Background: an optimization exercise with open tools, aiming at small area and a short achievable clock period. Do not read the settings as production practice. RTL that was checked went through simulation tests only; none was proved equivalent to the original. Power figures rest on the tool's default switching activity, not on a simulated workload.

== red ==
## perceptron_top
module perceptron_top #(
    parameter WIDTH = 16
  ) (
    input clk,
    input reset,
    input      val_i,
    output     rdy_o,
    output     val_o,
    input      rdy_i,
    input  [1:0] W1W0b_en_i,
    input        b_i,
    input        W0_i,
    input        W1_i,
    input signed [WIDTH-1:0] X0_i,
    input signed [WIDTH-1:0] X1_i,
    output     Y_o
);
make LEC_CHECK=0 CAP_MARGIN=20 CORE_MARGIN=2 CORE_UTILIZATION=40 SETUP_SLACK_MARGIN=3.5 SLEW_MARGIN=20 SYNTH_HIERARCHICAL=1 SYNTH_MINIMUM_KEEP_SIZE=0 finish   # period 9.0 ns
run.sh (not shown) runs the stock make flow with config.mk's settings and CLKGATE_MAP_FILE= SYNTH_SCRIPT=/design/flow/synth_recipe.tcl, a recipe that flattens the netlist after the stock synthesis.
Inputs modified between red and green:
# red
export LEC_CHECK = 0
export CAP_MARGIN = 20
export CORE_MARGIN = 2
export CORE_UTILIZATION = 40
export SETUP_SLACK_MARGIN = 3.5
export SLEW_MARGIN = 20
export SYNTH_HIERARCHICAL = 1
export SYNTH_MINIMUM_KEEP_SIZE = 0
create_clock -name core_clock -period 9.0 [get_ports {clk}]
# green
export LEC_CHECK = 0
export CAP_MARGIN = 20
export CORE_MARGIN = 2
export CORE_UTILIZATION = 40
export SETUP_SLACK_MARGIN = 4.5
export SLEW_MARGIN = 20
export SYNTH_HIERARCHICAL = 1
export SYNTH_MINIMUM_KEEP_SIZE = 0
create_clock -name core_clock -period 9.0 [get_ports {clk}]
## What came out
Compared green vs red, and clock power is up in green. Summary of green over red: utilization after layout went up; final worst setup slack up 0.75 ns. Compared with red, green shows a met2 global-route usage that is 4.4 points higher. Clock period minus final worst setup slack (lower): green. Summed negative setup slack over all endpoints: green vs red, no meaningful difference. met5 as the top metal layer carrying routed signals was reported by red, and met4 by green.
No run of this note included a check of the RTL's function; only the layout flow was run.

== run P ==
Another version of the RTL of perceptron_top (not shown whole).
Size: ~1200 cells after synthesis, roughly 130 flip-flops, ~14000 µm² of cells after synthesis.
clock: 9.0 ns
lec_check: 0
cap_margin: 20
core_margin: 2
core_utilization: 55
cts_buf_list: sky130_fd_sc_hd__clkbuf_8
setup_slack_margin: 4.75
slew_margin: 20
synth_hierarchical: 1
synth_minimum_keep_size: 0
standard.sh (not shown) runs the stock make flow with config.mk's settings and CLKGATE_MAP_FILE= SYNTH_SCRIPT=/design/flow/synth_recipe.tcl, a recipe that flattens the netlist after the stock synthesis.
==> flow/flow/run.sh <==
#!/bin/bash
# The standard layout (standard.sh: unchanged synthesis and steps), with
#  - the port buffers made of a plain buffer cell instead of the delay buffer
#    that buffer_ports picks by default, and
#  - setup repair limited to resizing gates and swapping pins (no buffer
#    insertion or gate cloning).
# ORFS keeps each step's full log under orfs/logs/; make's own output goes to
# make.log here.
set -euo pipefail
bash standard.sh BUFFER_PORTS_ARGS="-buffer_cell sky130_fd_sc_hd__buf_1" \
  SETUP_MOVE_SEQUENCE="unbuffer,sizeup,swap" finish > make.log 2>&1
What run D does differently from run P at the input level:
Settings: SETUP_SLACK_MARGIN changed from 4.75 to 4.6.
--- outcome ---
- Against run P, run D comes in 0.23 points higher on flip-flop and latch share of the layout cell area.
- Relative to run P, cell area has decreased by 2.7% in run D.
- Fraction of area in multi-input gates: higher on run P
- Run D vs run P, worst setup slack went down by 0.014 ns.
- Area taken by multi-input logic gates came out lower on run D than on run P.
Function was not checked in any run of this note: the RTL went through the layout flow alone.

## v30
Another version of the RTL of perceptron_top (not shown whole).
Size in the first run: about 1300 cells after synthesis, roughly 44 I/O pins.
clock: 9.0 ns
lec_check: 0
cap_margin: 20
core_margin: 2
core_utilization: 55
cts_buf_list: sky130_fd_sc_hd__clkbuf_8
setup_slack_margin: 4.6
slew_margin: 20
synth_hierarchical: 1
synth_minimum_keep_size: 0
Scripts as last shown in full above: flow/flow/run.sh
#### Input delta (v8 over v30)
- CORE_UTILIZATION now 40, was 55
- CTS_BUF_LIST no longer set, was sky130_fd_sc_hd__clkbuf_8
--- a/flow/flow/run.sh
+++ b/flow/flow/run.sh
@@ -8,4 +8,4 @@
 # make.log here.
 set -euo pipefail
-bash standard.sh BUFFER_PORTS_ARGS="-buffer_cell sky130_fd_sc_hd__buf_1" \
+bash standard.sh BUFFER_PORTS_ARGS="-buffer_cell sky130_fd_sc_hd__buf_2" \
   SETUP_MOVE_SEQUENCE="unbuffer,sizeup,swap" finish > make.log 2>&1
Findings:
Comparing share of total power in the clock network for v30 and v8, the smaller number came from v30. Of v30 and v8, the run reporting the lower met3 layer usage reported by global route was v8. The routed wire length of v8 is higher than that of v30. v8 reports a lower worst hold slack than v30 does. Diff v30 and v8: quantity of gates resized following cts higher in v8.

perceptron_top, a different RTL version from the one above (not shown whole).
Size: roughly 1300 cells after synthesis, roughly 110 flip-flops, roughly 44 I/O pins.
==> flow/config.mk <==
export PLATFORM = sky130hd
export DESIGN_NAME = perceptron_top
export DESIGN_NICKNAME = perceptron_top
export VERILOG_FILES = /design/flow/design.v
export SDC_FILE = /design/flow/constraint.sdc
export NUM_CORES = 4
export LEC_CHECK = 0
export CAP_MARGIN = 20
export CORE_MARGIN = 2
export CORE_UTILIZATION = 40
export SETUP_SLACK_MARGIN = 5.0
export SLEW_MARGIN = 20
export SYNTH_HIERARCHICAL = 1
export SYNTH_MINIMUM_KEEP_SIZE = 0
==> flow/constraint.sdc <==
create_clock -name core_clock -period 9.0 [get_ports {clk}]
set_input_delay 1.8000 -clock core_clock [delete_from_list [all_inputs] [get_ports {clk}]]
set_output_delay 1.8000 -clock core_clock [all_outputs]
set_load 0.01 [all_outputs]
run.sh (not shown) runs the stock make flow with config.mk's settings and CLKGATE_MAP_FILE= SYNTH_SCRIPT=/design/flow/synth_recipe.tcl, a recipe that flattens the netlist after the stock synthesis.
Stock flow here: none of the scripts above is used.
Rerun with:
- SETUP_SLACK_MARGIN: 5.0 -> 4.0
Outcome: The changed run passed the timing, design-rule and antenna checks. Via count fell by a few percent. Non-clock buffer count fell by 59. Die area does not change.
Function was not checked in any run of this note: the RTL went through the layout flow alone.

## job 8391
perceptron_top, a different RTL version from the one above (not shown whole).
For scale: roughly 1400 cells after synthesis, roughly 140 flip-flops, ~44 I/O pins.
export LEC_CHECK = 0
export CAP_MARGIN = 20
export CORE_MARGIN = 2
export CORE_UTILIZATION = 40
export SETUP_SLACK_MARGIN = 4.2
export SLEW_MARGIN = 20
export SYNTH_HIERARCHICAL = 1
export SYNTH_MINIMUM_KEEP_SIZE = 0
create_clock -name core_clock -period 9.0 [get_ports {clk}]
standard.sh (not shown) runs the stock make flow with config.mk's settings and CLKGATE_MAP_FILE= SYNTH_SCRIPT=/design/flow/synth_recipe.tcl, a recipe that flattens the netlist after the stock synthesis.
==> flow/flow/run.sh <==
#!/bin/bash
# The standard layout (standard.sh, unchanged synthesis and steps), with
# the port buffers made of a plain buffer cell instead of the delay buffer
# that buffer_ports picks by default.  ORFS keeps each step's log under
# orfs/logs/; make's own output goes to make.log here.
set -euo pipefail
bash standard.sh BUFFER_PORTS_ARGS="-buffer_cell sky130_fd_sc_hd__buf_2" finish > make.log 2>&1
### job 8391 -> job 4220
Settings: changing SETUP_SLACK_MARGIN from 4.2 to 3.5.
==> summary.txt <==
Wire length: job 4220 vs job 8391 — no meaningful difference. Comparing job 4220 and job 8391, path depth of the worst reg2reg path is higher on job 8391. Combinational share of power essentially unchanged between job 8391 and job 4220.
No functional check of the RTL was part of any run of this note.

-- afterwards: timing with drivers on the ports --
In the flow no input, the clock included, has a driving cell. The finished layouts below were timed again as built, in two steps.
Step 1 (the two cells are an assumption about what drives the block):
set clk [get_ports {clk}]
set_driving_cell -lib_cell sky130_fd_sc_hd__clkbuf_16 $clk
set_driving_cell -lib_cell sky130_fd_sc_hd__buf_2 [delete_from_list [all_inputs] $clk]
Step 2 times the ports against the registers' clock, not the clock port: input delays grow and output delays shrink by t, the midpoint of the rising clock arrivals with the driver on.
Slacks: ideal ports / drivers / drivers and shift; pairs: ideal ports / drivers.
| run | t (ns) | setup slack, ns | pins driven straight from the clock port |
|---|---|---|---|
| red | 0.486 | 3.674 / 3.674 / 3.674 | 1 |
| green | 0.487 | 4.420 / 4.420 / 4.420 | 1 |
| run P | 0.511 | 4.677 / 4.677 / 4.677 | 1 |
| run D | 0.505 | 4.663 / 4.663 / 4.663 | 1 |
| v30 | 0.497 | 4.623 / 4.623 / 4.623 | 1 |
| v8 | 0.474 | 4.595 / 4.595 / 4.595 | 1 |
| the first run of note 4 | 0.442 | 4.262 / 4.262 / 4.262 | 1 |
| the second run of note 4 | 0.437 | 4.046 / 4.046 / 4.046 | 1 |
| job 8391 | 0.488 | 4.229 / 4.229 / 4.229 | 1 |
| job 4220 | 0.487 | 4.139 / 4.139 / 4.139 | 1 |
After both steps every run listed still meets setup and hold.
